Context: an optimization exercise on an open-source flow, tuned for small area. The choices shown serve that exercise and are no tape-out recipe. Only simulation tests tie the RTL to the original design; equivalence was not proved. No run shown here takes its clock network from TritonCTS; it comes from the design's own scripts or RTL. The clock port is modelled as an ideal driver, which makes a skipped or thinned clock tree look cheaper than it is; a real chip needs a root buffer or a tree. Power is estimated from default activity; no workload was simulated.

==> flow/design.v <==
`timescale 1ns / 1ps
module UART_FIFO_Top #(
    parameter DATA_WIDTH = 8,
    parameter FIFO_DEPTH = 16,
    parameter ADDR_WIDTH = 4
)(
    input clk,
    input rst,
    input en,
    input push_in,
    input pop_in,
    input [DATA_WIDTH-1:0] din,
    input [3:0] threshold,
    output [DATA_WIDTH-1:0] dout,
    output empty,
    output full,
    output overrun,
    output underrun,
    output thr_trigger
);
reg [DATA_WIDTH-1:0] mem [0:FIFO_DEPTH-1];    
reg [ADDR_WIDTH-1:0] cnt;                     
reg empty_t, full_t, overrun_t, underrun_t, thr_t;
wire push_in_n, pop_in_n, push, pop;
fifo_inv  u_pshn (.a(push_in), .y(push_in_n));
fifo_inv  u_popn (.a(pop_in),  .y(pop_in_n));
fifo_nor2 u_push (.a(push_in_n), .b(full_t),  .y(push));
fifo_nor2 u_pop  (.a(pop_in_n),  .b(empty_t), .y(pop));
always @(posedge clk) begin
    if (push) begin
        mem[0] <= din;
        for (int i = 1; i < FIFO_DEPTH; i++)
            mem[i] <= mem[i-1];
    end
end
wire [ADDR_WIDTH-1:0] cnt_n;
wire [FIFO_DEPTH-1:0] hit;
genvar g;
generate
    for (g = 0; g < ADDR_WIDTH; g = g + 1) begin : g_cnt_n
        fifo_inv u (.a(cnt[g]), .y(cnt_n[g]));
    end
endgenerate
fifo_dec4 u_dec (.a(cnt), .a_n(cnt_n), .y(hit));
wire [FIFO_DEPTH-1:0] sel = {hit[0], hit[FIFO_DEPTH-1:1]};
generate
    for (g = 0; g < DATA_WIDTH; g = g + 1) begin : g_rd
        wire [FIFO_DEPTH-1:0] col;
        for (genvar k = 0; k < FIFO_DEPTH; k = k + 1) begin : g_col
            assign col[k] = mem[k][g];
        end
        fifo_mux16 u_mux (.s(sel), .d(col), .y(dout[g]));
    end
endgenerate
wire mv;
fifo_xor2 u_mv (.a(push), .b(pop), .y(mv));
wire e0, e1_n, e2, t1_n, t2, t3_n;
wire [ADDR_WIDTH-1:0] cnt_d;
fifo_xnor2 u_e0  (.a(cnt[0]), .b(push), .y(e0));
fifo_xor2  u_e1  (.a(cnt[1]), .b(push), .y(e1_n));
fifo_xnor2 u_e2  (.a(cnt[2]), .b(push), .y(e2));
fifo_nand2 u_t1  (.a(mv), .b(e0), .y(t1_n));
fifo_nor2  u_t2  (.a(t1_n), .b(e1_n), .y(t2));
fifo_nand2 u_t3  (.a(t2), .b(e2), .y(t3_n));
fifo_xor2  u_d0  (.a(cnt[0]), .b(mv),   .y(cnt_d[0]));
fifo_xnor2 u_d1  (.a(cnt[1]), .b(t1_n), .y(cnt_d[1]));
fifo_xor2  u_d2  (.a(cnt[2]), .b(t2),   .y(cnt_d[2]));
fifo_xnor2 u_d3  (.a(cnt[3]), .b(t3_n), .y(cnt_d[3]));
wire [ADDR_WIDTH:1] lt;
wire n16_n, thr_ge, thr_d;
fifo_and2 u_lt1 (.a(cnt_n[0]), .b(threshold[0]), .y(lt[1]));
generate
    for (g = 1; g < ADDR_WIDTH; g = g + 1) begin : g_lt
        fifo_maj3 u (.a(cnt_n[g]), .b(threshold[g]), .c(lt[g]), .y(lt[g+1]));
    end
endgenerate
fifo_nand2 u_n16 (.a(hit[0]), .b(full_t), .y(n16_n));
fifo_nand2 u_ge  (.a(lt[ADDR_WIDTH]), .b(n16_n), .y(thr_ge));
fifo_mux2  u_thr (.a0(thr_t), .a1(thr_ge), .s(mv), .y(thr_d));
wire fe, fs, full_d, ee, es, empty_d, ovr_d, und_d;
fifo_orn  u_fe  (.a(hit[FIFO_DEPTH-1]), .b(en), .y(fe));
fifo_and2 u_fs  (.a(push), .b(fe), .y(fs));
fifo_mux2 u_fd  (.a0(full_t), .a1(fs), .s(mv), .y(full_d));
fifo_orn  u_ee  (.a(hit[1]), .b(en), .y(ee));
fifo_and2 u_es  (.a(pop), .b(ee), .y(es));
fifo_mux2 u_ed  (.a0(empty_t), .a1(es), .s(mv), .y(empty_d));
fifo_and2 u_ovr (.a(push_in), .b(full_t),  .y(ovr_d));
fifo_and2 u_und (.a(pop_in),  .b(empty_t), .y(und_d));
always @(posedge clk, posedge rst) begin
    if (rst) begin
        cnt <= {ADDR_WIDTH{1'b0}};
        empty_t <= 1'b1;
        full_t <= 1'b0;
        overrun_t <= 1'b0;
        underrun_t <= 1'b0;
        thr_t <= 1'b0;
    end else begin
        cnt <= cnt_d;
        full_t <= full_d;
        empty_t <= empty_d;
        overrun_t <= ovr_d;
        underrun_t <= und_d;
        thr_t <= thr_d;
    end
end
assign empty = empty_t;
assign full = full_t;
assign overrun = overrun_t;
assign underrun = underrun_t;
assign thr_trigger = thr_t;
endmodule
module fifo_mux16 (
    input  [15:0] s,
    input  [15:0] d,
    output y
);
wire [5:0] t;
fifo_aoi222 u0 (.a0(s[0]),  .b0(d[0]),  .a1(s[1]),  .b1(d[1]),  .a2(s[2]),  .b2(d[2]),  .y(t[0]));
fifo_aoi222 u1 (.a0(s[3]),  .b0(d[3]),  .a1(s[4]),  .b1(d[4]),  .a2(s[5]),  .b2(d[5]),  .y(t[1]));
fifo_aoi222 u2 (.a0(s[6]),  .b0(d[6]),  .a1(s[7]),  .b1(d[7]),  .a2(s[8]),  .b2(d[8]),  .y(t[2]));
fifo_aoi222 u3 (.a0(s[9]),  .b0(d[9]),  .a1(s[10]), .b1(d[10]), .a2(s[11]), .b2(d[11]), .y(t[3]));
fifo_aoi222 u4 (.a0(s[12]), .b0(d[12]), .a1(s[13]), .b1(d[13]), .a2(s[14]), .b2(d[14]), .y(t[4]));
assign t[5] = ~(s[15] & d[15]);
assign y = ~&t;
endmodule
module fifo_dec4 (
    input  [3:0] a,
    input  [3:0] a_n,
    output [15:0] y
);
wire [3:0] lo_n, hi_n;
fifo_nand2 l0 (.a(a_n[1]), .b(a_n[0]), .y(lo_n[0]));
fifo_nand2 l1 (.a(a_n[1]), .b(a[0]),   .y(lo_n[1]));
fifo_nand2 l2 (.a(a[1]),   .b(a_n[0]), .y(lo_n[2]));
fifo_nand2 l3 (.a(a[1]),   .b(a[0]),   .y(lo_n[3]));
fifo_nand2 h0 (.a(a_n[3]), .b(a_n[2]), .y(hi_n[0]));
fifo_nand2 h1 (.a(a_n[3]), .b(a[2]),   .y(hi_n[1]));
fifo_nand2 h2 (.a(a[3]),   .b(a_n[2]), .y(hi_n[2]));
fifo_nand2 h3 (.a(a[3]),   .b(a[2]),   .y(hi_n[3]));
genvar i;
generate
    for (i = 0; i < 16; i = i + 1) begin : g_y
        fifo_nor2 u (.a(hi_n[i / 4]), .b(lo_n[i % 4]), .y(y[i]));
    end
endgenerate
endmodule
module fifo_aoi222 (
    input a0, b0, a1, b1, a2, b2,
    output y
);
assign y = ~((a0 & b0) | (a1 & b1) | (a2 & b2));
endmodule
module fifo_inv (input a, output y);
assign y = ~a;
endmodule
module fifo_nand2 (input a, input b, output y);
assign y = ~(a & b);
endmodule
module fifo_nor2 (input a, input b, output y);
assign y = ~(a | b);
endmodule
module fifo_and2 (input a, input b, output y);
assign y = a & b;
endmodule
module fifo_orn (input a, input b, output y);
assign y = a | ~b;
endmodule
module fifo_xor2 (input a, input b, output y);
assign y = a ^ b;
endmodule
module fifo_xnor2 (input a, input b, output y);
assign y = ~(a ^ b);
endmodule
module fifo_maj3 (input a, input b, input c, output y);
assign y = (a & b) | (a & c) | (b & c);
endmodule
module fifo_mux2 (input a0, input a1, input s, output y);
assign y = s ? a1 : a0;
endmodule
==> flow/flow/run.sh <==
#!/bin/bash
# The standard ORFS layout (the standard.sh), with three changes:
#  - the smallest buffer (buf_1) on each input and output port instead of
#    buffer_ports' default choice;
#  - after the floorplan, flow/downsize.tcl sets every combinational cell to
#    the smallest drive strength of its kind (placement's repair_design then
#    fixes any slew or capacitance this breaks);
#  - the clock tree is built by flow/cts_hook.tcl (a root clkbuf_8 feeding
#    CTS_NLEAF clkbuf_4 leaves over k-means clusters of the flip-flops)
#    instead of TritonCTS; the rest of ORFS's CTS step runs unchanged.
set -euo pipefail
export CTS_NLEAF=16
export CTS_LEAF_BUF=sky130_fd_sc_hd__clkinv_2
export CTS_ROOT_BUF=sky130_fd_sc_hd__clkinv_2
export CTS_NROOT=4
bash standard.sh \
  "BUFFER_PORTS_ARGS=-buffer_cell sky130_fd_sc_hd__buf_1" \
  "POST_FLOORPLAN_TCL=$(pwd)/flow/downsize.tcl" \
  "PRE_CTS_TCL=$(pwd)/flow/cts_hook.tcl" \
  finish > standard.log 2>&1
==> flow/flow/cts_hook.tcl <==
# Clock tree built here in place of TritonCTS. The flip-flops are split into
# CTS_NLEAF clusters of about equal size by k-means on their placed
# positions, each driven by one leaf cell (CTS_LEAF_BUF) at its centre. The
# leaves are split by x into CTS_NROOT groups, each driven by one root cell
# (CTS_ROOT_BUF) at the centre of its leaves; the root cells are the only
# cells the clock port feeds. With inverters for both, every flip-flop sees
# the clock through exactly two inversions. ORFS's cts.tcl then legalizes
# and repairs timing as usual.
rename clock_tree_synthesis my_orig_clock_tree_synthesis
proc clock_tree_synthesis {args} {
  set nleaf [expr {[info exists ::env(CTS_NLEAF)] ? $::env(CTS_NLEAF) : 12}]
  set leaf_master_name [expr {[info exists ::env(CTS_LEAF_BUF)] ? $::env(CTS_LEAF_BUF) : "sky130_fd_sc_hd__clkbuf_4"}]
  set root_master_name [expr {[info exists ::env(CTS_ROOT_BUF)] ? $::env(CTS_ROOT_BUF) : "sky130_fd_sc_hd__clkbuf_8"}]
  set db [ord::get_db]
  set block [ord::get_db_block]
  set leaf_master [$db findMaster $leaf_master_name]
  set root_master [$db findMaster $root_master_name]
  set clk_net [$block findNet clk]
  # sinks: every instance pin on the clock net
  set sinks {}
  foreach it [$clk_net getITerms] {
    set inst [$it getInst]
    set bb [$inst getBBox]
    set x [expr {([$bb xMin] + [$bb xMax]) / 2.0}]
    set y [expr {([$bb yMin] + [$bb yMax]) / 2.0}]
    lappend sinks [list $it $x $y]
  }
  set n [llength $sinks]
  puts "custom CTS: $n sinks, $nleaf leaves"
  # k-means with a size cap: seed centres along a sorted order, then iterate
  set sorted [lsort -real -index 1 $sinks]
  set cx {}; set cy {}
  for {set k 0} {$k < $nleaf} {incr k} {
    set s [lindex $sorted [expr {int(($k + 0.5) * $n / $nleaf)}]]
    lappend cx [lindex $s 1]; lappend cy [lindex $s 2]
  }
  set cap [expr {int(ceil(double($n) / $nleaf))}]
  for {set iter 0} {$iter < 30} {incr iter} {
    # capacitated assignment: greedily by distance over all sink-centre pairs
    set pairs {}
    for {set i 0} {$i < $n} {incr i} {
      set s [lindex $sinks $i]
      for {set k 0} {$k < $nleaf} {incr k} {
        set d [expr {abs([lindex $s 1] - [lindex $cx $k]) + abs([lindex $s 2] - [lindex $cy $k])}]
        lappend pairs [list $d $i $k]
      }
    }
    set pairs [lsort -real -index 0 $pairs]
    set assign [lrepeat $n -1]
    set count [lrepeat $nleaf 0]
    set left $n
    foreach p $pairs {
      lassign $p d i k
      if {[lindex $assign $i] >= 0} continue
      if {[lindex $count $k] >= $cap} continue
      lset assign $i $k
      lset count $k [expr {[lindex $count $k] + 1}]
      incr left -1
      if {$left == 0} break
    }
    set sx [lrepeat $nleaf 0.0]; set sy [lrepeat $nleaf 0.0]
    for {set i 0} {$i < $n} {incr i} {
      set k [lindex $assign $i]
      set s [lindex $sinks $i]
      lset sx $k [expr {[lindex $sx $k] + [lindex $s 1]}]
      lset sy $k [expr {[lindex $sy $k] + [lindex $s 2]}]
    }
    for {set k 0} {$k < $nleaf} {incr k} {
      set c [lindex $count $k]
      if {$c > 0} {
        lset cx $k [expr {[lindex $sx $k] / $c}]
        lset cy $k [expr {[lindex $sy $k] / $c}]
      }
    }
  }
  puts "custom CTS: cluster sizes $count"
  proc my_pin {inst dir} {
    foreach it [$inst getITerms] {
      if {$dir eq "INPUT" && [$it isInputSignal]} { return $it }
      if {$dir eq "OUTPUT" && [$it isOutputSignal]} { return $it }
    }
    error "no $dir pin on [$inst getName]"
  }
  # leaves, split into nroot groups of about equal size by x; each group has
  # its own root buffer at the centre of its leaves, fed by the clock port
  set nroot [expr {[info exists ::env(CTS_NROOT)] ? $::env(CTS_NROOT) : 1}]
  set order {}
  for {set k 0} {$k < $nleaf} {incr k} { lappend order [list $k [lindex $cx $k]] }
  set order [lsort -real -index 1 $order]
  set leaf_nets {}
  for {set k 0} {$k < $nleaf} {incr k} { lappend leaf_nets {} }
  set roots {}
  for {set r 0} {$r < $nroot} {incr r} {
    set lo [expr {$r * $nleaf / $nroot}]
    set hi [expr {($r + 1) * $nleaf / $nroot}]
    set rx 0.0; set ry 0.0
    for {set j $lo} {$j < $hi} {incr j} {
      set k [lindex [lindex $order $j] 0]
      set rx [expr {$rx + [lindex $cx $k]}]; set ry [expr {$ry + [lindex $cy $k]}]
    }
    set rx [expr {int($rx / ($hi - $lo))}]; set ry [expr {int($ry / ($hi - $lo))}]
    set root [odb::dbInst_create $block $root_master clkbuf_root_$r]
    $root setLocation $rx $ry
    $root setPlacementStatus PLACED
    set root_net [odb::dbNet_create $block clknet_root_$r]
    $root_net setSigType CLOCK
    [my_pin $root OUTPUT] connect $root_net
    lappend roots $root
    for {set j $lo} {$j < $hi} {incr j} {
      set k [lindex [lindex $order $j] 0]
      set b [odb::dbInst_create $block $leaf_master clkbuf_leaf_$k]
      $b setLocation [expr {int([lindex $cx $k])}] [expr {int([lindex $cy $k])}]
      $b setPlacementStatus PLACED
      set ln [odb::dbNet_create $block clknet_leaf_$k]
      $ln setSigType CLOCK
      [my_pin $b INPUT] connect $root_net
      [my_pin $b OUTPUT] connect $ln
      lset leaf_nets $k $ln
    }
  }
  for {set i 0} {$i < $n} {incr i} {
    set it [lindex [lindex $sinks $i] 0]
    $it disconnect
    $it connect [lindex $leaf_nets [lindex $assign $i]]
  }
  foreach root $roots { [my_pin $root INPUT] connect $clk_net }
  $clk_net setSigType CLOCK
  puts "custom CTS: done"
}
==> flow/flow/downsize.tcl <==
# Each combinational cell that synthesis gave more than the smallest drive
# strength is set back to the smallest one of its kind; placement's
# repair_design then sizes up or buffers whatever that leaves too weak.
set my_lib [lindex [get_libs *] 0]
set my_n 0
foreach inst [get_cells *] {
  set ref [get_property $inst ref_name]
  if {![regexp {^(sky130_fd_sc_hd__([a-z0-9]+))_([0-9]+)$} $ref -> base kind drive]} continue
  if {[regexp {^(df|edf|sdf|sedf|dl|tap|fill|decap|conb)} $kind]} continue
  set best $ref
  set best_area [get_property [get_lib_cells */$ref] area]
  foreach lc [get_lib_cells */${base}_*] {
    set name [get_property $lc name]
    if {![regexp "^${base}_\[0-9\]+\$" $name]} continue
    if {[get_property $lc dont_use]} continue
    set a [get_property $lc area]
    if {$a < $best_area} { set best $name; set best_area $a }
  }
  if {$best ne $ref} {
    replace_cell $inst [get_lib_cells */$best]
    incr my_n
  }
}
puts "downsize: $my_n cells set to their smallest drive strength"
==> flow/standard.sh <==
#!/bin/bash
# synth_recipe.tcl (not shown) runs the flow's synth.tcl, then flattens the netlist and writes it again
# the make line also repeats each setting of config.mk as NAME=value (left out here)
make -C /OpenROAD-flow-scripts/flow DESIGN_CONFIG=/design/flow/config.mk WORK_HOME=/design/flow/orfs CLKGATE_MAP_FILE= SYNTH_SCRIPT=/design/flow/synth_recipe.tcl "${@:-finish}"
==> flow/config.mk <==
export PLATFORM = sky130hd
export DESIGN_NAME = UART_FIFO_Top
export DESIGN_NICKNAME = UART_FIFO_Top
export VERILOG_FILES = /design/flow/design.v
export SDC_FILE = /design/flow/constraint.sdc
export NUM_CORES = 4
export LEC_CHECK = 0
export CAP_MARGIN = 20
export CORE_MARGIN = 2
export CORE_UTILIZATION = 40
export SLEW_MARGIN = 20
export SYNTH_HIERARCHICAL = 1
==> flow/constraint.sdc <==
create_clock -name core_clock -period 5.0 [get_ports {clk}]
set_input_delay 1.0000 -clock core_clock [delete_from_list [all_inputs] [get_ports {clk}]]
set_output_delay 1.0000 -clock core_clock [all_outputs]
set_load 0.01 [all_outputs]
==> flow_summary.yaml, run 1 <==
status:
  status: "complete, no violations"
cells_and_area:
  n_antenna_cell: 0
  fin_util_pct: 44.5
  layout.nets: 329
  synthToLayoutAreaGrowth_pct: 8.21
  drive_gt1_share_pct: 7.42
power_and_ir_drop:
  p_switching_w: 0.000997
  pwr-share-comb_pct: 25.7
  ir_worst_vdd_mv: 0.157
  intPower_w: 0.00194
  power_frac_seq_pct: 60.5
  leakagePower_nw: 1.74
  power.density_nw_per_um2: 551
  swShare_pct: 33.9
  total_power_w: 0.00294
  pwr-share-clk_pct: 13.7
setup_path:
  slowest_delay_ns: 0.60
  required_ns: 4.00
  worstPathCellList: "inv_1 -> nand2_1 -> nor2_1 -> a222oi_1 -> and3_1 -> nand4_1 -> buf_1"
  rr_worst_depth: 7
  crit_path_start_kind: "flip-flop"
  r2r_end: "thr_t"
  critPathKind: "flip-flop to primary output"
  cp-end-kind: "primary output"
  r2r-start: "cnt[0]"
  cp_max_fo: 9
  regToRegSetupSlack_ns: 2.91
  arrival_ns: 2.33
  crit_slowest_cell: "nor2_1"
global_route:
  grt_use_total_pct: 13.4
  antenna_found_initial: 0
  grt_overflow: 0
  grt_pass1_vias: 2586
  grt_max_degree: 133
  grt_first_pass_wirelength_um: 14100
clock_tree:
  clkTransAtPathRegs_ns: 0.11
  cts-resized-gates: 0
  clk_latency_ns: 0.26
  post_cts_buffers: 0
  cts_hold_buf: 0
drt:
  routed_wl_um: 9020
  via_per_inst: 5.79
  firstDrtPassIters: 5
  vias: 2648
  drtAntennaViolNets: 0
  drtIter0Drc: 388
  drc: 0
  wl_per_cell_um: 19.7
synthesis:
  yosysTopAreaCellShare_pct: 77.9
  synthDistinctLibCells: 15
  synth.top_cells.by_area: "edfxtp_1 (78%), a222oi_1 (8.1%), dfrtp_1 (4.1%)"
  ys_seq_elements: 137
  syn_area_um2: 4940
  syn-instance-count: 260
  synth_most_common_cell: "edfxtp_1"
  synth_edf_count: 128
  synth_largest_area_cell: "edfxtp_1"
  synth_flop_cell: "edfxtp_1"
  synthTopCellsByCount: "edfxtp_1 (128), a222oi_1 (40), nand2_1 (20), nor2_1 (19)"
  async_flop_share_pct: 6.57
  synth_nets: 277
  syn_area_per_cell_um2: 19.0
  ys_seq_area_share_pct: 82.5
  ys.warnings.count: 8
timing:
  hold_violations: 0
  period_minus_slack_ns: 3.33
  slew_viol_final: 0
  finalWorstSetupSlack_ns: 1.67
  setup_viol: 0
  setup_tns_ns: 0
  fmax_mhz: 300
  tightestPinTransition_ns: 0.725
  slew_headroom_pct: 51.5
  clock_skew_ns: 0.0467
  fin_crit_sh_pct: 66.6
  rsz0062_at_grt: "no"
flow_run:
  maxCapViolCount: 0
placement:
  io_buffer_count: 29
  dp_hpwl_um: 5900
  dp_slack_ns: 1.93
  globalplace.congestion: 0.759
die:
  die_w_um: 115
  die_area_um2: 13200
  die_height_um: 115
  ios: 30
  coreArea_um2: 12000
  start_util_pct: 41.1
  rows: 40
worst_hold_path:
  holdPathEnd: "mem[10][3]"
  hold_start: "mem[9][3]"
  min_path_type: "flip-flop to flip-flop"
  holdPathStages: 0
-- cells by family (layout without fill, tap and decap cells) --
| family | Yosys count | after routing | share of synthesized area (%) |
|---|---|---|---|
| adder cells (fa/ha/maj) | 3 | 3 | 0.684 |
| AO/OA/AOI/OAI | 40 | 40 | 8.11 |
| XOR/XNOR | 8 | 8 | 1.42 |
| multiplexers | 3 | 3 | 0.912 |
| flip-flops | 137 | 137 | 82.5 |
| AND/OR/NAND/NOR | 62 | 62 | 5.88 |
| buffers and inverters | 7 | 57 | 0.532 |
-- critical path, delay by kind of cell (launching register included) --
kind | cells | cell delay [ns]
AOI/OAI and AO/OA | 1 | 0.28
buffers and inverters | 2 | 0.29
DFF | 1 | 0.46
and+or+nand+nor | 4 | 1.03
-- per-module statistics from Yosys (local to each module, per instance), a selection --
module	flip-flops and latches	area (um^2)
fifo_xnor2	0	8.76
UART_FIFO_Top	137	4070
fifo_maj3	0	11.3
fifo_aoi222	0	10.0
fifo_inv	0	3.75
fifo_and2	0	6.26
fifo_mux16	0	16.3
-- per-layer routing --
layer	vias up	part of all wire (%)	track usage [%]	wire length, um
li1	1204	-	-	-
met1	1313	46	20.6	4110
met2	112	45	20.4	4020
met3	19	7.4	1.69	665
met4	0	2.4	3.78	216
met5	-	0	0	0
-- final cells by class --
class	instances	area, um^2
Fill cell	1059	6670
Sequential cell	137	4070
Multi-Input combinational cell	116	832
Tap cell	147	184
Timing Repair Buffer	30	129
Inverter	27	126
-- worst max-delay path by stage --
| stage | start | endpoint | slack (ns) | cells past startpoint |
|---|---|---|---|---|
| floorplan | push_in | cnt[2] | 0.83 | 6 |
| global placement | cnt[2] | dout[6] | 1.90 | 7 |
| detailed placement | cnt[1] | dout[2] | 1.93 | 7 |
| CTS | cnt[1] | dout[2] | 1.94 | 7 |
| global route | cnt[1] | dout[0] | 1.48 | 7 |
| finish | cnt[1] | dout[2] | 1.67 | 7 |
-- metrics by stage --
step / area [um^2] / hold slack, ns / cells
global route: 5340 / 0.443 / 457
floorplan: 4940 / 0.425 / 260
detailed placement: 5240 / 0.434 / 437
global placement: 5240 / 0.427 / 437
finish: 5340 / 0.422 / 457
CTS: 5340 / 0.434 / 457
-- cell usage in the layout (no fill, tap or decap) --
cell type  netlist  layout
clkinv_2         0      20
nor2_4           0       1
nand2b_1         2       2
xor2_1           4       4
and3_1           8       8
dfrtp_1          8       8
buf_1            0      29
a222oi_1        40      40
mux2_1           0       3
maj3_1           0       3
edfxtp_1       128     128
xnor2_1          4       4
nand4_1          8       8
buf_12           0       1
nand2_1         20      20
and2_1           5       5
nor2_1          19      18
inv_1            7       7
dfstp_2          1       1
-- registers in the layout (all words and copies together), names as in the netlist --
signal / cells
mem: 128
underrun_t: 1
thr_t: 1
cnt: 4
full_t: 1
overrun_t: 1
empty_t: 1
-- power groups by stage --
stage	logic (W)	registers [W]	clock network, W
2_1_floorplan	0.000521	0.00177	0
5_1_grt	0.000825	0.00182	0.000463
3_3_place_gp	0.000759	0.00179	0
6_report	0.000757	0.00178	0.000404
3_5_place_dp	0.000763	0.00181	0
4_1_cts	0.000765	0.00181	0.000275
==> run 2: changes to the inputs <==
--- a/flow/flow/run.sh
+++ b/flow/flow/run.sh
@@ -9,10 +9,10 @@
 #    CTS_NLEAF clkbuf_4 leaves over k-means clusters of the flip-flops)
 #    instead of TritonCTS; the rest of ORFS's CTS step runs unchanged.
 set -euo pipefail
-export CTS_NLEAF=16
+export CTS_NLEAF=17
 export CTS_LEAF_BUF=sky130_fd_sc_hd__clkinv_2
-export CTS_ROOT_BUF=sky130_fd_sc_hd__clkinv_2
-export CTS_NROOT=4
+export CTS_ROOT_BUF=sky130_fd_sc_hd__clkinv_4
+export CTS_NROOT=2
 bash standard.sh \
   "BUFFER_PORTS_ARGS=-buffer_cell sky130_fd_sc_hd__buf_1" \
   "POST_FLOORPLAN_TCL=$(pwd)/flow/downsize.tcl" \
--- a/flow/flow/cts_hook.tcl
+++ b/flow/flow/cts_hook.tcl
@@ -34,7 +34,8 @@
     set s [lindex $sorted [expr {int(($k + 0.5) * $n / $nleaf)}]]
     lappend cx [lindex $s 1]; lappend cy [lindex $s 2]
   }
-  set cap [expr {int(ceil(double($n) / $nleaf))}]
+  set capx [expr {[info exists ::env(CTS_CAP_SLACK)] ? $::env(CTS_CAP_SLACK) : 0}]
+  set cap [expr {int(ceil(double($n) / $nleaf)) + $capx}]
   for {set iter 0} {$iter < 30} {incr iter} {
     # capacitated assignment: greedily by distance over all sink-centre pairs
     set pairs {}
==> flow_summary.yaml, run 2 <==
status:
  status: "complete, no violations"
timing:
  slew_headroom_pct: 50.8
  setup_tns_ns: 0
  period_minus_slack_ns: 3.33
  clock_skew_ns: 0.0370
  fmax_mhz: 300
  hold_violations: 0
  setup_viol: 0
  slew_viol_final: 0
  timing.hold.ws_ns: 0.415
  fin_crit_sh_pct: 66.7
  rsz0062_at_grt: "no"
  tightestPinTransition_ns: 0.735
cells_and_area:
  layout_commonest_cell: "edfxtp_1"
  layout.nets: 328
  final_cell_mix: "edfxtp_1 (128), a222oi_1 (40), buf_1 (29)"
  reg.largest.list: "mem (128), cnt (4)"
  n_antenna_cell: 0
  synthToLayoutAreaGrowth_pct: 8.26
  largest_register_ffs: 128
  top_register: "mem"
  design_area_um2: 5340
  drive_gt1_share_pct: 7.12
  n_fill_cell: 1052
  regArea_um2: 4070
  multiInputGateArea_um2: 832
  fin_util_pct: 44.5
setup_path:
  crit_path_start_kind: "flip-flop"
  required_ns: 4.00
  worst-path-buf-inv: 2
  cp_max_fo: 9
  regToRegSetupSlack_ns: 2.91
  crit_slowest_cell: "nor2_1"
  critPathKind: "flip-flop to primary output"
  slowest_delay_ns: 0.59
  arrival_ns: 2.33
  crit_family: "simple AND/OR/NAND/NOR gates"
  worstPathCellList: "inv_1 -> nand2_1 -> nor2_1 -> a222oi_1 -> and3_1 -> nand4_1 -> buf_1"
  cp-end-kind: "primary output"
synthesis:
  async_flop_share_pct: 6.57
  ys_seq_area_share_pct: 82.5
  syn-instance-count: 260
  synth_edf_count: 128
  synth_flop_cell: "edfxtp_1"
  synth.top_cells.by_area: "edfxtp_1 (78%), a222oi_1 (8.1%), dfrtp_1 (4.1%)"
  syn_area_um2: 4940
  synth_largest_area_cell: "edfxtp_1"
  synth_most_common_cell: "edfxtp_1"
  syn_area_per_cell_um2: 19.0
  synthTopCellsByCount: "edfxtp_1 (128), a222oi_1 (40), nand2_1 (20), nor2_1 (19)"
  ys.warnings.count: 8
  yosysTopAreaCellShare_pct: 77.9
  synthDistinctLibCells: 15
  synth_nets: 277
  ys_seq_elements: 137
placement:
  dpl_cell_area_um2: 5240
  globalplace.congestion: 0.759
  io_buffer_count: 29
  dp_hpwl_um: 5900
die:
  die_height_um: 115
  start_util_pct: 41.1
  rows: 40
  die_area_um2: 13200
  die_w_um: 115
  coreArea_um2: 12000
  ios: 30
global_route:
  grt_overflow: 0
  antenna_found_initial: 0
  grt_use_total_pct: 13.2
  grt_pass1_vias: 2560
  grt_first_pass_wirelength_um: 13900
  grt_max_degree: 133
drt:
  firstDrtPassIters: 6
  drtIter0Drc: 365
  routed_wl_um: 8850
  via_per_inst: 5.79
  wl_per_cell_um: 19.4
  drc: 0
  drtAntennaViolNets: 0
  vias: 2640
power_and_ir_drop:
  leakagePower_nw: 1.74
  power.density_nw_per_um2: 549
  ir_worst_vdd_mv: 0.161
  total_power_w: 0.00293
clock_tree:
  cts_hold_buf: 0
  post_cts_buffers: 0
  cts-resized-gates: 0
  clkTransAtPathRegs_ns: 0.11
  clk_latency_ns: 0.25
flow_run:
  maxCapViolCount: 0
worst_hold_path:
  min_path_type: "flip-flop to flip-flop"
## run 2: cell counts after synthesis
No cell type changed its count.
## run 2: layout make-up
| cell class | instances | share of cell area [%] |
|---|---|---|
| flip-flops and latches | 137 | 76.2 |
| well taps | 147 | 3.44 |
| inverters | 26 | 2.41 |
| multi-input cells | 116 | 15.6 |
| repair buffers | 30 | 2.41 |
## run 2: worst paths after layout
path	from	end	cells after the start
setup / recovery	cnt[2]	dout[6]	7
hold / removal	mem[5][0]	mem[6][0]	0
setup reg to reg	cnt[0]	thr_t	7
hold reg to reg	mem[5][0]	mem[6][0]	0
max in group asynchronous	rst	empty_t	2
min in group asynchronous	rst	thr_t	2
## run 2: modules after synthesis, one instance, submodules excluded, excerpt
module	copies in the design	cells inside	cell area, um^2
fifo_orn	2	1	6.26
fifo_xor2	4	1	8.76
fifo_nor2	19	1	3.75
fifo_mux16	8	3	16.3
fifo_mux2	3	1	15.0
fifo_xnor2	4	1	8.76
fifo_nand2	12	1	3.75
fifo_inv	6	1	3.75
UART_FIFO_Top	1	138	4070
fifo_aoi222	40	1	10.0
fifo_and2	5	1	6.26
fifo_maj3	3	1	11.3
## run 2: logic make-up (layout without fill, tap and decap cells)
kind of cell	count (synthesis)	count (layout)	synth area share, %
AO/OA/AOI/OAI	40	40	8.11
XOR/XNOR	8	8	1.42
adder cells (fa/ha/maj)	3	3	0.684
buffers and inverters	7	56	0.532
flip-flops	137	137	82.5
multiplexers	3	3	0.912
AND/OR/NAND/NOR	62	62	5.88
## run 2: layer usage
metal	vias up	global-route usage [%]	part of all wire, %
met3	15	1.85	7.6
met2	92	20.2	45
met4	0	3.21	1.9
li1	1203	-	-
met5	-	0	0
met1	1330	20.3	45
## run 2: power breakdown
part | leakage (nW) | total (W) | internal (W) | switching (W)
Combinational | 0.322 | 0.000756 | 0.000271 | 0.000486
Sequential | 1.34 | 0.00178 | 0.00163 | 0.000152
Clock | 0.0747 | 0.000393 | 0.0000456 | 0.000347
## run 2: metrics by stage
stage	setup slack (ns)	std cells
finish	1.67	456
CTS	1.95	456
global placement	1.90	437
detailed placement	1.93	437
floorplan	0.831	260
global route	1.49	456
## run 2: worst reg2reg max path, cell delays in order (launching register included)
cell	delay (ns)
dfrtp_1	0.46
inv_1	0.11
and2_1	0.17
maj3_1	0.35
maj3_1	0.36
maj3_1	0.39
nand2_1	0.09
mux2_1	0.12
==> run 3: changes to the inputs <==
--- a/flow/flow/run.sh
+++ b/flow/flow/run.sh
@@ -9,10 +9,11 @@
 #    CTS_NLEAF clkbuf_4 leaves over k-means clusters of the flip-flops)
 #    instead of TritonCTS; the rest of ORFS's CTS step runs unchanged.
 set -euo pipefail
-export CTS_NLEAF=17
+export CTS_NLEAF=16
 export CTS_LEAF_BUF=sky130_fd_sc_hd__clkinv_2
 export CTS_ROOT_BUF=sky130_fd_sc_hd__clkinv_4
 export CTS_NROOT=2
+export CTS_CAP_SLACK=1
 bash standard.sh \
   "BUFFER_PORTS_ARGS=-buffer_cell sky130_fd_sc_hd__buf_1" \
   "POST_FLOORPLAN_TCL=$(pwd)/flow/downsize.tcl" \
==> flow_summary.yaml, run 3 <==
drt:
  routed_wl_um: 8930
  via_per_inst: 5.78
  wl_per_cell_um: 19.6
  drtIter0Drc: 416
  drc: 0
  vias: 2631
  drtAntennaViolNets: 0
  firstDrtPassIters: 5
status:
  status: "complete, no violations"
timing:
  setup_viol: 0
  fmax_mhz: 298
  slew_headroom_pct: 48.8
  clock_skew_ns: 0.0308
  hold_violations: 0
  slew_viol_final: 0
  rsz0062_at_grt: "no"
  fin_crit_sh_pct: 67.2
  setup_tns_ns: 0
  tightestPinTransition_ns: 0.766
  period_minus_slack_ns: 3.36
synthesis:
  ys_seq_area_share_pct: 82.5
  synth.top_cells.by_area: "edfxtp_1 (78%), a222oi_1 (8.1%), dfrtp_1 (4.1%)"
  ys.warnings.count: 8
  syn_area_um2: 4940
  synthTopCellsByCount: "edfxtp_1 (128), a222oi_1 (40), nand2_1 (20), nor2_1 (19)"
  syn-instance-count: 260
  synthDistinctLibCells: 15
  synth_largest_area_cell: "edfxtp_1"
  synth_most_common_cell: "edfxtp_1"
  async_flop_share_pct: 6.57
  ys_seq_elements: 137
  synth_flop_cell: "edfxtp_1"
  synth_edf_count: 128
  syn_area_per_cell_um2: 19.0
  synth_nets: 277
  yosysTopAreaCellShare_pct: 77.9
global_route:
  grt_use_total_pct: 13.3
  grt_first_pass_wirelength_um: 14000
  grt_overflow: 0
  grt_pass1_vias: 2576
  antenna_found_initial: 0
  grt_max_degree: 133
placement:
  globalplace.congestion: 0.759
  dpl_cell_area_um2: 5240
  place_inst: 437
  dp_hpwl_um: 5900
  io_buffer_count: 29
cells_and_area:
  layout_commonest_cell: "edfxtp_1"
  design_area_um2: 5340
  n_antenna_cell: 0
  stdcell_count: 455
  final_cell_mix: "edfxtp_1 (128), a222oi_1 (40), buf_1 (29)"
  synthToLayoutAreaGrowth_pct: 8.16
  largest_register_ffs: 128
  reg.largest.list: "mem (128), cnt (4)"
  top_register: "mem"
  drive_gt1_share_pct: 6.82
  layout.nets: 327
  n_fill_cell: 1047
setup_path:
  required_ns: 4.00
  cp-end-kind: "primary output"
  crit_path_start_kind: "flip-flop"
  critPathKind: "flip-flop to primary output"
  cp_max_fo: 9
  arrival_ns: 2.36
die:
  die_w_um: 115
  start_util_pct: 41.1
  rows: 40
  die_area_um2: 13200
  ios: 30
  coreArea_um2: 12000
  die_height_um: 115
power_and_ir_drop:
  total_power_w: 0.00293
  power.density_nw_per_um2: 549
  leakagePower_nw: 1.73
  ir_worst_vdd_mv: 0.140
flow_run:
  maxCapViolCount: 0
worst_hold_path:
  min_path_type: "flip-flop to flip-flop"
clock_tree:
  cts_hold_buf: 0
  clk_latency_ns: 0.24
  post_cts_buffers: 0
  cts-resized-gates: 0
  clkTransAtPathRegs_ns: 0.11
[run 3: cell counts after synthesis]
No cell type changed its count.
[run 3: power by group]
part           leakage [nW]  total (W)  switching (W)  internal [W]
Sequential             1.34    0.00178       0.000151       0.00163
Clock                0.0708   0.000390       0.000347     0.0000438
Combinational         0.322   0.000759       0.000489      0.000271
Total                  1.73    0.00293       0.000987       0.00195
[run 3: layout make-up]
type,count,area (um^2),share of cell area (%)
Inverter,25,124,2.32
Multi-Input combinational cell,116,832,15.6
Sequential cell,137,4070,76.2
Tap cell,147,184,3.45
Timing Repair Buffer,30,129,2.41
[run 3: logic make-up after synthesis]
logic type | share of synthesized area, %
flops | 82.5
simple gates | 5.88
compound gates | 8.11
xor+xnor | 1.42
buf+inv | 0.532
mux | 0.912
fa+ha+maj | 0.684
[run 3: per-layer routing]
| metal | vias up | GRT usage (%) | share of wire (%) |
|---|---|---|---|
| met5 | - | 0 | 0 |
| met4 | 0 | 2.81 | 1.6 |
| met3 | 17 | 1.79 | 7.4 |
| met2 | 104 | 20.3 | 45 |
| met1 | 1312 | 20.5 | 46 |
| li1 | 1198 | - | - |
[run 3: path summary, 6_finish.rpt]
path                           start         to  slack (ns)  depth (start not counted)
max                           cnt[1]    dout[6]        1.64                          7
min                        mem[1][2]  mem[2][2]        0.43                          0
max reg2reg                   cnt[0]      thr_t        2.91                          7
min reg2reg                mem[1][2]  mem[2][2]        0.43                          0
max in group asynchronous        rst    empty_t        4.00                          2
min in group asynchronous        rst     cnt[1]        0.68                          2
[run 3: Yosys stat by module (local to each module, per instance), excerpt]
module | cells inside | times used | flip-flops and latches | cell area [um^2]
fifo_and2 | 1 | 5 | 0 | 6.26
fifo_xor2 | 1 | 4 | 0 | 8.76
fifo_inv | 1 | 6 | 0 | 3.75
fifo_aoi222 | 1 | 40 | 0 | 10.0
fifo_xnor2 | 1 | 4 | 0 | 8.76
UART_FIFO_Top | 138 | 1 | 137 | 4070
fifo_nand2 | 1 | 12 | 0 | 3.75
fifo_mux2 | 1 | 3 | 0 | 15.0
fifo_orn | 1 | 2 | 0 | 6.26
fifo_nor2 | 1 | 19 | 0 | 3.75
fifo_mux16 | 3 | 8 | 0 | 16.3
fifo_maj3 | 1 | 3 | 0 | 11.3
[run 3: worst max-delay path, cell delays in order (launching register included)]
cell and delay (ns):
dfrtp_1 0.46, inv_1 0.12, nand2_1 0.12, nor2_1 0.63, a222oi_1 0.31, and3_1 0.21, nand4_1 0.10, buf_1 0.16
[run 3: per-stage QoR]
step                util [%]  hold WS (ns)  setup slack, ns
finish                  44.4         0.432             1.64
global route            44.4         0.434             1.48
CTS                     44.4         0.434             1.95
detailed placement      43.6         0.434             1.93
global placement        43.6         0.427             1.90
floorplan                  -         0.425            0.831
==> run 4: changes to the inputs <==
--- a/flow/flow/run.sh
+++ b/flow/flow/run.sh
@@ -5,9 +5,10 @@
 #  - after the floorplan, flow/downsize.tcl sets every combinational cell to
 #    the smallest drive strength of its kind (placement's repair_design then
 #    fixes any slew or capacitance this breaks);
-#  - the clock tree is built by flow/cts_hook.tcl (a root clkbuf_8 feeding
-#    CTS_NLEAF clkbuf_4 leaves over k-means clusters of the flip-flops)
-#    instead of TritonCTS; the rest of ORFS's CTS step runs unchanged.
+#  - the clock tree is built by flow/cts_hook.tcl instead of TritonCTS: the
+#    clock port feeds two clkinv_4 roots, each feeding eight clkinv_2 leaves
+#    over k-means clusters of the flip-flops (two inversions to every
+#    flip-flop); the rest of ORFS's CTS step runs unchanged.
 set -euo pipefail
 export CTS_NLEAF=16
 export CTS_LEAF_BUF=sky130_fd_sc_hd__clkinv_2
--- a/flow/config.mk
+++ b/flow/config.mk
@@ -5,8 +5,8 @@
 export SDC_FILE = /design/flow/constraint.sdc
 export NUM_CORES = 4
 export LEC_CHECK = 0
-export CAP_MARGIN = 20
+export CAP_MARGIN = 0
 export CORE_MARGIN = 2
 export CORE_UTILIZATION = 40
-export SLEW_MARGIN = 20
+export SLEW_MARGIN = 0
 export SYNTH_HIERARCHICAL = 1
==> flow_summary.yaml, run 4 <==
global_route:
  antenna_found_initial: 0
  grt_use_total_pct: 13.3
  grt_overflow: 0
  grt_pass1_vias: 2576
  grt_max_degree: 133
  grt_first_pass_wirelength_um: 14000
synthesis:
  synth.top_cells.by_area: "edfxtp_1 (78%), a222oi_1 (8.1%), dfrtp_1 (4.1%)"
  synth_flop_cell: "edfxtp_1"
  synthDistinctLibCells: 15
  syn_area_per_cell_um2: 19.0
  syn_area_um2: 4940
  syn-instance-count: 260
  ys_seq_elements: 137
  synth_most_common_cell: "edfxtp_1"
  yosysTopAreaCellShare_pct: 77.9
  synth_largest_area_cell: "edfxtp_1"
  synth_edf_count: 128
  ys.warnings.count: 8
  ys_seq_area_share_pct: 82.5
  synthTopCellsByCount: "edfxtp_1 (128), a222oi_1 (40), nand2_1 (20), nor2_1 (19)"
  async_flop_share_pct: 6.57
  synth_nets: 277
drt:
  firstDrtPassIters: 5
  drc: 0
  via_per_inst: 5.78
  drtAntennaViolNets: 0
  wl_met3_um: 659
  wl_met1_um: 4110
  drtIter0Drc: 416
  wl_per_cell_um: 19.6
  wl_met2_um: 4020
  dr.max_layer_used: "met4"
  routed_wl_um: 8930
  vias: 2631
power_and_ir_drop:
  ir_worst_vdd_mv: 0.140
  leakagePower_nw: 1.73
  power.density_nw_per_um2: 549
  total_power_w: 0.00293
cells_and_area:
  n_antenna_cell: 0
  reg.largest.list: "mem (128), cnt (4)"
  drive_gt1_share_pct: 6.82
  multiInputGateArea_um2: 832
  regArea_um2: 4070
  n_fill_cell: 1047
  final_cell_mix: "edfxtp_1 (128), a222oi_1 (40), buf_1 (29)"
  synthToLayoutAreaGrowth_pct: 8.16
  layout_commonest_cell: "edfxtp_1"
  layout.nets: 327
  top_register: "mem"
  largest_register_ffs: 128
die:
  start_util_pct: 41.1
  rows: 40
  coreArea_um2: 12000
  die_w_um: 115
  die_area_um2: 13200
  die_height_um: 115
  ios: 30
timing:
  fmax_mhz: 298
  tightestPinTransition_ns: 0.766
  finalWorstSetupSlack_ns: 1.64
  setup_viol: 0
  rsz0062_at_grt: "no"
  slew_headroom_pct: 48.8
  setup_tns_ns: 0
  clock_skew_ns: 0.0308
  period_minus_slack_ns: 3.36
  hold_violations: 0
  fin_crit_sh_pct: 67.2
  slew_viol_final: 0
setup_path:
  critPathKind: "flip-flop to primary output"
  regToRegSetupSlack_ns: 2.91
  crit_path_start_kind: "flip-flop"
  worst-path-buf-inv: 2
  worstPathCellList: "inv_1 -> nand2_1 -> nor2_1 -> a222oi_1 -> and3_1 -> nand4_1 -> buf_1"
  crit_family: "simple AND/OR/NAND/NOR gates"
  cp_max_fo: 9
  crit_slowest_cell: "nor2_1"
  required_ns: 4.00
  slowest_delay_ns: 0.63
  arrival_ns: 2.36
  cp-end-kind: "primary output"
clock_tree:
  clkTransAtPathRegs_ns: 0.11
  cts_hold_buf: 0
  clk_latency_ns: 0.24
  post_cts_buffers: 0
  cts-resized-gates: 0
placement:
  io_buffer_count: 29
  globalplace.congestion: 0.759
  dp_slack_ns: 1.93
  dp_hpwl_um: 5900
worst_hold_path:
  min_path_type: "flip-flop to flip-flop"
status:
  status: "complete, no violations"
flow_run:
  maxCapViolCount: 0
[run 4: cell counts after synthesis]
No cell type changed its count.
[run 4: stage by stage]
step	hold slack, ns	area (um^2)	instances	util [%]
2_1_floorplan	0.425	4940	260	-
3_3_place_gp	0.427	5240	437	43.6
3_5_place_dp	0.434	5240	437	43.6
4_1_cts	0.434	5340	455	44.4
5_1_grt	0.434	5340	455	44.4
6_report	0.432	5340	455	44.4
[run 4: report_power, final]
| group | switching (W) | internal [W] |
|---|---|---|
| Sequential | 0.000151 | 0.00163 |
| Combinational | 0.000489 | 0.000271 |
| Clock | 0.000347 | 0.0000438 |
| Total | 0.000987 | 0.00195 |
[run 4: layer usage]
metal / GRT usage, % / up-vias
li1: - / 1198
met1: 20.5 / 1312
met2: 20.3 / 104
met3: 1.79 / 17
met4: 2.81 / 0
met5: 0 / -
[run 4: cell families after synthesis]
logic type                 share of synthesized area [%]
DFF                                                 82.5
and+or+nand+nor                                     5.88
AOI/OAI and AO/OA                                   8.11
xor gates and xnor gates                            1.42
buffers and inverters                              0.532
muxes                                              0.912
adders and majority gates                          0.684
[run 4: path summary, 6_finish.rpt]
kind                       startpoint         to  depth (start not counted)
max                            cnt[1]    dout[6]                          7
min                         mem[1][2]  mem[2][2]                          0
max reg2reg                    cnt[0]      thr_t                          7
min reg2reg                 mem[1][2]  mem[2][2]                          0
max in group asynchronous         rst    empty_t                          2
min in group asynchronous         rst     cnt[1]                          2
[run 4: final cells by class]
type | instances | share of cell area, %
inverter | 25 | 2.32
multi-input combinational | 116 | 15.6
sequential | 137 | 76.2
tap | 147 | 3.45
timing repair buffer | 30 | 2.41
[run 4: worst register-to-register path: cells and delay by family (launching register included)]
kind / cells / cell delay (ns)
muxes: 1 / 0.12
adders and majority gates: 3 / 1.10
buffers and inverters: 1 / 0.11
and+or+nand+nor: 2 / 0.26
DFF: 1 / 0.45
[run 4: modules after synthesis, one instance, submodules excluded, a selection]
module / times used / cells inside / flops+latches
fifo_mux2: 3 / 1 / 0
fifo_orn: 2 / 1 / 0
fifo_mux16: 8 / 3 / 0
fifo_xnor2: 4 / 1 / 0
fifo_inv: 6 / 1 / 0
UART_FIFO_Top: 1 / 138 / 137
fifo_nor2: 19 / 1 / 0
fifo_nand2: 12 / 1 / 0
fifo_and2: 5 / 1 / 0
fifo_xor2: 4 / 1 / 0
fifo_maj3: 3 / 1 / 0
fifo_aoi222: 40 / 1 / 0
==> run 5: changes to the inputs <==
--- a/flow/config.mk
+++ b/flow/config.mk
@@ -5,8 +5,8 @@
 export SDC_FILE = /design/flow/constraint.sdc
 export NUM_CORES = 4
 export LEC_CHECK = 0
-export CAP_MARGIN = 0
+export CAP_MARGIN = 20
 export CORE_MARGIN = 2
 export CORE_UTILIZATION = 40
-export SLEW_MARGIN = 0
+export SLEW_MARGIN = 20
 export SYNTH_HIERARCHICAL = 1
==> flow_summary.yaml, run 5 <==
status:
  status: "complete, no violations"
global_route:
  grt_use_total_pct: 13.3
  antenna_found_initial: 0
  grt_max_degree: 133
  grt_overflow: 0
  grt_pass1_vias: 2576
  grt_first_pass_wirelength_um: 14000
setup_path:
  crit_slowest_cell: "nor2_1"
  cp_max_fo: 9
  worst-path-buf-inv: 2
  regToRegSetupSlack_ns: 2.91
  cp-end-kind: "primary output"
  required_ns: 4.00
  crit_family: "simple AND/OR/NAND/NOR gates"
  crit_path_start_kind: "flip-flop"
  arrival_ns: 2.36
  critPathKind: "flip-flop to primary output"
  slowest_delay_ns: 0.63
  worstPathCellList: "inv_1 -> nand2_1 -> nor2_1 -> a222oi_1 -> and3_1 -> nand4_1 -> buf_1"
synthesis:
  synth_edf_count: 128
  yosysTopAreaCellShare_pct: 77.9
  ys_seq_area_share_pct: 82.5
  async_flop_share_pct: 6.57
  synth_most_common_cell: "edfxtp_1"
  syn_area_per_cell_um2: 19.0
  synth_nets: 277
  synth.top_cells.by_area: "edfxtp_1 (78%), a222oi_1 (8.1%), dfrtp_1 (4.1%)"
  syn-instance-count: 260
  synth_flop_cell: "edfxtp_1"
  synthDistinctLibCells: 15
  synthTopCellsByCount: "edfxtp_1 (128), a222oi_1 (40), nand2_1 (20), nor2_1 (19)"
  synth_largest_area_cell: "edfxtp_1"
  syn_area_um2: 4940
  ys_seq_elements: 137
  ys.warnings.count: 8
clock_tree:
  post_cts_buffers: 0
  cts_hold_buf: 0
  cts-resized-gates: 0
  clk_latency_ns: 0.24
  clkTransAtPathRegs_ns: 0.11
cells_and_area:
  synthToLayoutAreaGrowth_pct: 8.16
  n_antenna_cell: 0
  fin_util_pct: 44.4
  drive_gt1_share_pct: 6.82
  reg.largest.list: "mem (128), cnt (4)"
  largest_register_ffs: 128
  final_cell_mix: "edfxtp_1 (128), a222oi_1 (40), buf_1 (29)"
  top_register: "mem"
  layout_commonest_cell: "edfxtp_1"
  layout.nets: 327
timing:
  hold_violations: 0
  slew_viol_final: 0
  slew_headroom_pct: 48.8
  period_minus_slack_ns: 3.36
  setup_tns_ns: 0
  tightestPinTransition_ns: 0.766
  rsz0062_at_grt: "no"
  fmax_mhz: 298
  timing.hold.ws_ns: 0.432
  setup_viol: 0
  fin_crit_sh_pct: 67.2
  clock_skew_ns: 0.0308
  finalWorstSetupSlack_ns: 1.64
die:
  rows: 40
  ios: 30
  die_height_um: 115
  die_w_um: 115
  start_util_pct: 41.1
  die_area_um2: 13200
  coreArea_um2: 12000
power_and_ir_drop:
  p_switching_w: 0.000987
  leakagePower_nw: 1.73
  pwr-share-comb_pct: 25.9
  power.density_nw_per_um2: 549
  pwr-share-clk_pct: 13.3
  swShare_pct: 33.7
  ir_worst_vdd_mv: 0.140
  intPower_w: 0.00195
  power_frac_seq_pct: 60.8
drt:
  drtAntennaViolNets: 0
  wl_per_cell_um: 19.6
  routed_wl_um: 8930
  via_per_inst: 5.78
  drtIter0Drc: 416
  vias: 2631
  drc: 0
  firstDrtPassIters: 5
flow_run:
  maxCapViolCount: 0
placement:
  io_buffer_count: 29
  dp_hpwl_um: 5900
  globalplace.congestion: 0.759
  dp_slack_ns: 1.93
worst_hold_path:
  min_path_type: "flip-flop to flip-flop"
## run 5: layout make-up
class                   count  area (um^2)
fillers                  1047         6670
flip-flops and latches    137         4070
multi-input cells         116          832
well taps                 147          184
repair buffers             30          129
inverters                  25          124
## run 5: kinds of logic (layout without fill, tap and decap cells)
family | count (synthesis) | after routing | synth area share, %
buffers and inverters | 7 | 55 | 0.532
DFF | 137 | 137 | 82.5
AOI/OAI and AO/OA | 40 | 40 | 8.11
adders and majority gates | 3 | 3 | 0.684
and+or+nand+nor | 62 | 62 | 5.88
muxes | 3 | 3 | 0.912
xor gates and xnor gates | 8 | 8 | 1.42
## run 5: worst register-to-register path, stage by stage (launching register included)
cell,delay [ns]
dfrtp_1,0.45
inv_1,0.11
and2_1,0.17
maj3_1,0.35
maj3_1,0.36
maj3_1,0.39
nand2_1,0.09
mux2_1,0.12
## run 5: power groups by stage
stage                     Sequential, W  Combinational, W  Clock, W
after floorplan                 0.00177          0.000521         0
after global placement          0.00179          0.000759         0
after detailed placement        0.00181          0.000763         0
after CTS                       0.00181          0.000765  0.000275
after global routing            0.00182          0.000824  0.000461
final                           0.00178          0.000759  0.000390
## run 5: per-stage QoR
step	instance area, um^2	instances	total power [W]
6_report	5340	455	0.00293
5_1_grt	5340	455	0.00310
4_1_cts	5340	455	0.00285
3_5_place_dp	5240	437	0.00257
3_3_place_gp	5240	437	0.00255
2_1_floorplan	4940	260	0.00229
## run 5: modules after synthesis, one instance, submodules excluded, a selection
module         area [um^2]  cells inside
fifo_nor2             3.75             1
fifo_and2             6.26             1
fifo_xnor2            8.76             1
fifo_aoi222           10.0             1
fifo_inv              3.75             1
fifo_orn              6.26             1
fifo_maj3             11.3             1
UART_FIFO_Top         4070           138
fifo_mux16            16.3             3
fifo_mux2             15.0             1
fifo_nand2            3.75             1
fifo_xor2             8.76             1
## run 5: worst paths after layout
kind | startpoint | to | cells past startpoint
min in group asynchronous | rst | cnt[1] | 2
max in group asynchronous | rst | empty_t | 2
worst min-delay path | mem[1][2] | mem[2][2] | 0
worst max register to register | cnt[0] | thr_t | 7
worst min register to register | mem[1][2] | mem[2][2] | 0
worst max-delay path | cnt[1] | dout[6] | 7
## run 5: layer usage
metal  vias up  track usage [%]  part of all wire, %
met2       104             20.3                   45
met4         0             2.81                  1.6
met5         -                0                    0
met3        17             1.79                  7.4
li1       1198                -                    -
met1      1312             20.5                   46
==> run 6: changes to the inputs <==
==> flow/flow/run.sh (replaced) <==
#!/bin/bash
# The standard ORFS layout (the standard.sh), with four changes:
#  - the smallest buffer (buf_1) on each input and output port instead of
#    buffer_ports' default choice;
#  - after the floorplan, flow/downsize.tcl sets every combinational cell to
#    the smallest drive strength of its kind (placement's repair_design then
#    fixes any slew or capacitance this breaks);
#  - the clock tree is built by flow/cts_hook.tcl instead of TritonCTS: the
#    clock port feeds two clkinv_4 roots, each feeding eight clkinv_2 leaves
#    over k-means clusters of the flip-flops (two inversions to every
#    flip-flop); the rest of ORFS's CTS step runs unchanged;
#  - in global route, flow/grt_downsize.tcl takes the place of the power
#    recovery step: it sets each combinational cell to its smallest drive
#    strength that keeps slews and slack within bounds.
set -euo pipefail
export CTS_NLEAF=15
export CTS_LEAF_BUF=sky130_fd_sc_hd__clkinv_2
export CTS_ROOT_BUF=sky130_fd_sc_hd__clkinv_4
export CTS_NROOT=2
export CTS_CAP_SLACK=1
bash standard.sh \
  "BUFFER_PORTS_ARGS=-buffer_cell sky130_fd_sc_hd__buf_1" \
  "POST_FLOORPLAN_TCL=$(pwd)/flow/downsize.tcl" \
  "PRE_CTS_TCL=$(pwd)/flow/cts_hook.tcl" \
  "PRE_GLOBAL_ROUTE_TCL=$(pwd)/flow/grt_downsize.tcl" \
  finish > standard.log 2>&1
==> flow/flow/grt_downsize.tcl (new file) <==
# Sourced before ORFS's global route step. It replaces recover_power_helper,
# which global_route.tcl calls after its repair_design and repair_timing
# (between global_route -start_incremental and -end_incremental), with a
# greedy downsizer: each combinational cell is set to the smallest drive
# strength of its kind that keeps its output slew under 1.0 ns (the
# library's limit is 1.5 ns), no max-slew or max-capacitance violation, the
# setup slack at least 0.5 ns and the hold slack at least 0.05 ns, all on
# global-route parasitics.
proc recover_power_helper { } {
  set n 0
  foreach inst [get_cells *] {
    set ref [get_property $inst ref_name]
    if {![regexp {^(sky130_fd_sc_hd__([a-z0-9]+))_([0-9]+)$} $ref -> base kind drive]} continue
    if {[regexp {^(df|edf|sdf|sedf|dl|tap|fill|decap|conb|clk)} $kind]} continue
    set cur_area [get_property [get_lib_cells */$ref] area]
    set cands {}
    foreach lc [get_lib_cells */${base}_*] {
      set name [get_property $lc name]
      if {![regexp "^${base}_\[0-9\]+\$" $name]} continue
      if {[get_property $lc dont_use]} continue
      set a [get_property $lc area]
      if {$a < $cur_area} { lappend cands [list $name $a] }
    }
    if {![llength $cands]} continue
    set cands [lsort -real -index 1 $cands]
    set out [get_pins -of_objects $inst -filter "direction==output"]
    set done 0
    foreach c $cands {
      set name [lindex $c 0]
      replace_cell $inst [get_lib_cells */$name]
      set ok 1
      foreach p $out {
        foreach e {rise fall} {
          set s [get_property $p slew_max_$e]
          if {$s > 1.0} { set ok 0 }
        }
      }
      if {$ok} {
        if {[sta::max_slew_violation_count] > 0 || [sta::max_capacitance_violation_count] > 0} { set ok 0 }
      }
      if {$ok} {
        if {[worst_slack -max] < 0.5 || [worst_slack -min] < 0.05} { set ok 0 }
      }
      if {$ok} { set done 1; break }
    }
    if {$done} {
      incr n
      puts "grt_downsize: [get_full_name $inst] $ref -> [get_property $inst ref_name]"
    } else {
      replace_cell $inst [get_lib_cells */$ref]
    }
  }
  puts "grt_downsize: $n cells downsized"
}
==> flow_summary.yaml, run 6 <==
status:
  status: "complete, no violations"
global_route:
  grt_overflow: 0
  grt_max_degree: 133
  grt_pass1_vias: 2551
  antenna_found_initial: 0
  grt_first_pass_wirelength_um: 13900
  grt_use_total_pct: 13.2
die:
  ios: 30
  coreArea_um2: 12000
  rows: 40
  die_height_um: 115
  start_util_pct: 41.1
  die_w_um: 115
  die_area_um2: 13200
synthesis:
  synth_top_family_by_area: "compound AO/OA/AOI/OAI gates"
  synthXorXnorAreaFrac_pct: 1.42
  syn-instance-count: 260
  async_flop_share_pct: 6.57
  syn_area_per_cell_um2: 19.0
  synth_edf_count: 128
  synth_most_common_cell: "edfxtp_1"
  synth_largest_area_cell: "edfxtp_1"
  synth_compound_area_share_pct: 8.11
  synthAdderAreaFrac_pct: 0.684
  synth-simple-area-share_pct: 5.88
  synthMuxAreaShare_pct: 0.913
  synth_nets: 277
  yosysTopAreaCellShare_pct: 77.9
  synth.top_cells.by_area: "edfxtp_1 (78%), a222oi_1 (8.1%), dfrtp_1 (4.1%)"
  synthTopCellsByCount: "edfxtp_1 (128), a222oi_1 (40), nand2_1 (20), nor2_1 (19)"
  syn_area_um2: 4940
  ys.warnings.count: 8
  synth_flop_cell: "edfxtp_1"
  synthDistinctLibCells: 15
  ys_seq_elements: 137
  ys_seq_area_share_pct: 82.5
setup_path:
  slowest_delay_ns: 0.61
  required_ns: 4.00
  arrival_ns: 2.34
  cp-end-kind: "primary output"
  crit_family: "simple AND/OR/NAND/NOR gates"
  crit_path_start_kind: "flip-flop"
  worstPathCellList: "inv_1 -> nand2_1 -> nor2_1 -> a222oi_1 -> and3_1 -> nand4_1 -> buf_1"
  worst-path-buf-inv: 2
  critPathKind: "flip-flop to primary output"
  cp_max_fo: 9
  crit_slowest_cell: "nor2_1"
drt:
  drc: 0
  drtIter0Drc: 379
  drtAntennaViolNets: 0
  wl_per_cell_um: 19.6
  vias: 2626
  via_per_inst: 5.78
  firstDrtPassIters: 5
  routed_wl_um: 8910
timing:
  setup_tns_ns: 0
  slew_viol_final: 0
  setup_viol: 0
  fin_crit_sh_pct: 66.8
  clock_skew_ns: 0.0526
  fmax_mhz: 299
  hold_violations: 0
  period_minus_slack_ns: 3.34
  tightestPinTransition_ns: 0.740
  rsz0062_at_grt: "no"
  slew_headroom_pct: 50.5
placement:
  place_inst: 437
  io_buffer_count: 29
  dp_hpwl_um: 5900
  globalplace.congestion: 0.759
power_and_ir_drop:
  ir_worst_vdd_mv: 0.165
  power.density_nw_per_um2: 549
  leakagePower_nw: 1.73
cells_and_area:
  layout_commonest_cell: "edfxtp_1"
  synthToLayoutAreaGrowth_pct: 7.91
  stdcell_count: 454
  largest_register_ffs: 128
  layout.nets: 326
  multiInputGateArea_um2: 825
  n_fill_cell: 1052
  regArea_um2: 4070
  n_antenna_cell: 0
  final_cell_mix: "edfxtp_1 (128), a222oi_1 (40), buf_1 (29)"
  drive_gt1_share_pct: 6.19
  reg.largest.list: "mem (128), cnt (4)"
  top_register: "mem"
clock_tree:
  post_cts_buffers: 0
  clk_latency_ns: 0.26
  cts-resized-gates: 0
  clkTransAtPathRegs_ns: 0.12
  cts_hold_buf: 0
worst_hold_path:
  min_path_type: "flip-flop to flip-flop"
flow_run:
  maxCapViolCount: 0
-- run 6: cell counts after synthesis --
Identical to the previous run, type by type.
-- run 6: worst paths after layout --
check,depth (start not counted),end,from,slack (ns)
worst max-delay path,7,dout[6],cnt[1],1.66
worst min-delay path,0,mem[6][6],mem[5][6],0.42
worst max register to register,7,cnt[3],full_t,2.87
worst min register to register,0,mem[6][6],mem[5][6],0.42
max in group asynchronous,2,cnt[2],rst,4.02
min in group asynchronous,2,cnt[1],rst,0.66
-- run 6: metrics by stage --
| step | power [W] | hold slack, ns | instance area (um^2) | worst slack [ns] | util, % |
|---|---|---|---|---|---|
| after floorplan | 0.00229 | 0.425 | 4940 | 0.831 | - |
| after global placement | 0.00255 | 0.427 | 5240 | 1.90 | 43.6 |
| after detailed placement | 0.00257 | 0.434 | 5240 | 1.93 | 43.6 |
| after CTS | 0.00285 | 0.434 | 5330 | 1.95 | 44.4 |
| after global routing | 0.00309 | 0.432 | 5330 | 1.48 | 44.3 |
| final | 0.00293 | 0.418 | 5330 | 1.66 | 44.3 |
-- run 6: where the power goes --
part,switching (W),total [W],internal (W)
clock network,0.000347,0.000389,0.0000421
registers,0.000151,0.00178,0.00163
logic,0.000486,0.000755,0.000269
total,0.000983,0.00293,0.00194
-- run 6: cells by family (layout without fill, tap and decap cells) --
logic type / Yosys count / count (layout)
simple gates: 62 / 62
xor+xnor: 8 / 8
flops: 137 / 137
mux: 3 / 3
fa+ha+maj: 3 / 3
compound gates: 40 / 40
buf+inv: 7 / 54
-- run 6: per-layer routing --
metal | up-vias | share of wire (%) | wire (um) | GRT usage, %
met5 | - | 0 | 0 | 0
met1 | 1303 | 46 | 4060 | 20.5
met2 | 107 | 45 | 4050 | 20.3
li1 | 1198 | - | - | -
met4 | 0 | 2.1 | 188 | 2.65
met3 | 18 | 6.9 | 616 | 1.69
-- run 6: per-module statistics from Yosys (local to each module, per instance), a selection --
module         area [um^2]  flops+latches
fifo_inv              3.75              0
fifo_xnor2            8.76              0
fifo_nand2            3.75              0
fifo_xor2             8.76              0
fifo_maj3             11.3              0
fifo_aoi222           10.0              0
fifo_nor2             3.75              0
UART_FIFO_Top         4070            137
fifo_and2             6.26              0
fifo_mux16            16.3              0
fifo_mux2             15.0              0
-- run 6: final cells by class --
type	instances	area share, %
Inverter	24	2.23
Multi-Input combinational cell	116	15.5
Timing Repair Buffer	30	2.42
Tap cell	147	3.45
Sequential cell	137	76.4
==> run 7: changes to the inputs <==
--- a/flow/flow/run.sh
+++ b/flow/flow/run.sh
@@ -13,7 +13,7 @@
 #    recovery step: it sets each combinational cell to its smallest drive
 #    strength that keeps slews and slack within bounds.
 set -euo pipefail
-export CTS_NLEAF=15
+export CTS_NLEAF=16
 export CTS_LEAF_BUF=sky130_fd_sc_hd__clkinv_2
 export CTS_ROOT_BUF=sky130_fd_sc_hd__clkinv_4
 export CTS_NROOT=2
==> flow_summary.yaml, run 7 <==
setup_path:
  worstSetupPathDepth: 7
  cp-end-kind: "primary output"
  cp_max_fo: 9
  arrival_ns: 2.37
  critPathKind: "flip-flop to primary output"
  crit_path_start_kind: "flip-flop"
  rr_worst_depth: 7
  regToRegSetupSlack_ns: 2.83
  required_ns: 4.00
  crit_family: "simple AND/OR/NAND/NOR gates"
  worstPathCellList: "inv_1 -> nand2_1 -> nor2_1 -> a222oi_1 -> and3_1 -> nand4_1 -> buf_1"
  slowest_delay_ns: 0.63
  crit_slowest_cell: "nor2_1"
  worst-path-buf-inv: 2
cells_and_area:
  synthToLayoutAreaGrowth_pct: 8.01
  final_cell_mix: "edfxtp_1 (128), a222oi_1 (40), buf_1 (29)"
  top_register: "mem"
  reg.largest.list: "mem (128), cnt (4)"
  regArea_um2: 4070
  layout.nets: 327
  drive_gt1_share_pct: 6.49
  n_fill_cell: 1047
  layout_commonest_cell: "edfxtp_1"
  multiInputGateArea_um2: 825
  largest_register_ffs: 128
  n_antenna_cell: 0
synthesis:
  ys_seq_elements: 137
  synth.top_cells.by_area: "edfxtp_1 (78%), a222oi_1 (8.1%), dfrtp_1 (4.1%)"
  synth_nets: 277
  async_flop_share_pct: 6.57
  ys_seq_area_share_pct: 82.5
  synth_most_common_cell: "edfxtp_1"
  synthDistinctLibCells: 15
  synth_flop_cell: "edfxtp_1"
  ys.warnings.count: 8
  synth_largest_area_cell: "edfxtp_1"
  synth_edf_count: 128
  synthTopCellsByCount: "edfxtp_1 (128), a222oi_1 (40), nand2_1 (20), nor2_1 (19)"
  syn_area_um2: 4940
  yosysTopAreaCellShare_pct: 77.9
  syn_area_per_cell_um2: 19.0
  syn-instance-count: 260
timing:
  slew_headroom_pct: 48.8
  slew_viol_final: 0
  fmax_mhz: 297
  setup_viol: 0
  hold_violations: 0
  period_minus_slack_ns: 3.37
  rsz0062_at_grt: "no"
  tightestPinTransition_ns: 0.765
  setup_tns_ns: 0
  clock_skew_ns: 0.0308
  fin_crit_sh_pct: 67.4
clock_tree:
  clk_latency_ns: 0.24
  cts_hold_buf: 0
  post_cts_buffers: 0
  cts-resized-gates: 0
  clkTransAtPathRegs_ns: 0.11
global_route:
  antenna_found_initial: 0
  grt_first_pass_wirelength_um: 14000
  grt_use_total_pct: 13.3
  grt_max_degree: 133
  grt_pass1_vias: 2576
  grt_overflow: 0
die:
  die_height_um: 115
  ios: 30
  die_area_um2: 13200
  coreArea_um2: 12000
  start_util_pct: 41.1
  die_w_um: 115
  rows: 40
drt:
  wl_per_cell_um: 19.7
  vias: 2647
  firstDrtPassIters: 6
  via_per_inst: 5.82
  routed_wl_um: 8950
  drtAntennaViolNets: 0
  drtIter0Drc: 416
  drc: 0
flow_run:
  maxCapViolCount: 0
power_and_ir_drop:
  leakagePower_nw: 1.73
  total_power_w: 0.00293
  ir_worst_vdd_mv: 0.140
  power.density_nw_per_um2: 550
status:
  status: "complete, no violations"
placement:
  io_buffer_count: 29
  globalplace.congestion: 0.759
  dp_hpwl_um: 5900
worst_hold_path:
  min_path_type: "flip-flop to flip-flop"
  holdPathStages: 0
[run 7: power breakdown]
group,switching (W),total (W),internal [W]
Clock,0.000347,0.000391,0.0000438
Sequential,0.000151,0.00178,0.00163
Combinational,0.000488,0.000758,0.000269
Total,0.000986,0.00293,0.00194
[run 7: worst reg2reg max path: stages (launching register included)]
cell and delay (ns):
dfrtp_1 0.42, nor2_1 0.28, buf_12 0.51, xnor2_1 0.34, nand2_1 0.12, nor2_1 0.18
nand2_1 0.09, xnor2_1 0.13
[run 7: modules after synthesis (local to each module, per instance), a selection]
module | cells | flops+latches
fifo_xnor2 | 1 | 0
fifo_nor2 | 1 | 0
fifo_inv | 1 | 0
fifo_maj3 | 1 | 0
fifo_aoi222 | 1 | 0
fifo_nand2 | 1 | 0
fifo_mux2 | 1 | 0
fifo_and2 | 1 | 0
UART_FIFO_Top | 138 | 137
fifo_orn | 1 | 0
fifo_xor2 | 1 | 0
fifo_mux16 | 3 | 0
[run 7: per-layer routing]
layer  vias up  GRT usage, %  wire length, um
li1       1198             -                -
met1      1326          20.5             4130
met2       106          20.3             4030
met3        17          1.79              642
met4         0          2.81              142
met5         -             0                0
[run 7: through the flow]
step / setup WS (ns) / util, % / cells / hold slack (ns) / cell area (um^2)
final: 1.63 / 44.4 / 455 / 0.432 / 5330
after global routing: 1.48 / 44.4 / 455 / 0.434 / 5330
after CTS: 1.95 / 44.4 / 455 / 0.434 / 5340
after detailed placement: 1.93 / 43.6 / 437 / 0.434 / 5240
after global placement: 1.90 / 43.6 / 437 / 0.427 / 5240
after floorplan: 0.831 / - / 260 / 0.425 / 4940
[run 7: worst paths after layout]
| kind | from | end |
|---|---|---|
| max reg2reg | full_t | cnt[3] |
| min | mem[1][2] | mem[2][2] |
| max in group asynchronous | rst | empty_t |
| max | cnt[1] | dout[6] |
| min in group asynchronous | rst | cnt[1] |
| min reg2reg | mem[1][2] | mem[2][2] |
[run 7: cell families after synthesis]
logic type	Yosys count	share of synthesized area, %
AOI/OAI and AO/OA	40	8.11
xor gates and xnor gates	8	1.42
adders and majority gates	3	0.684
buffers and inverters	7	0.532
DFF	137	82.5
muxes	3	0.912
and+or+nand+nor	62	5.88
[run 7: area by class of cell]
cell class	instances	share of cell area, %
inverters	25	2.32
multi-input cells	116	15.5
flip-flops and latches	137	76.3
well taps	147	3.45
repair buffers	30	2.42
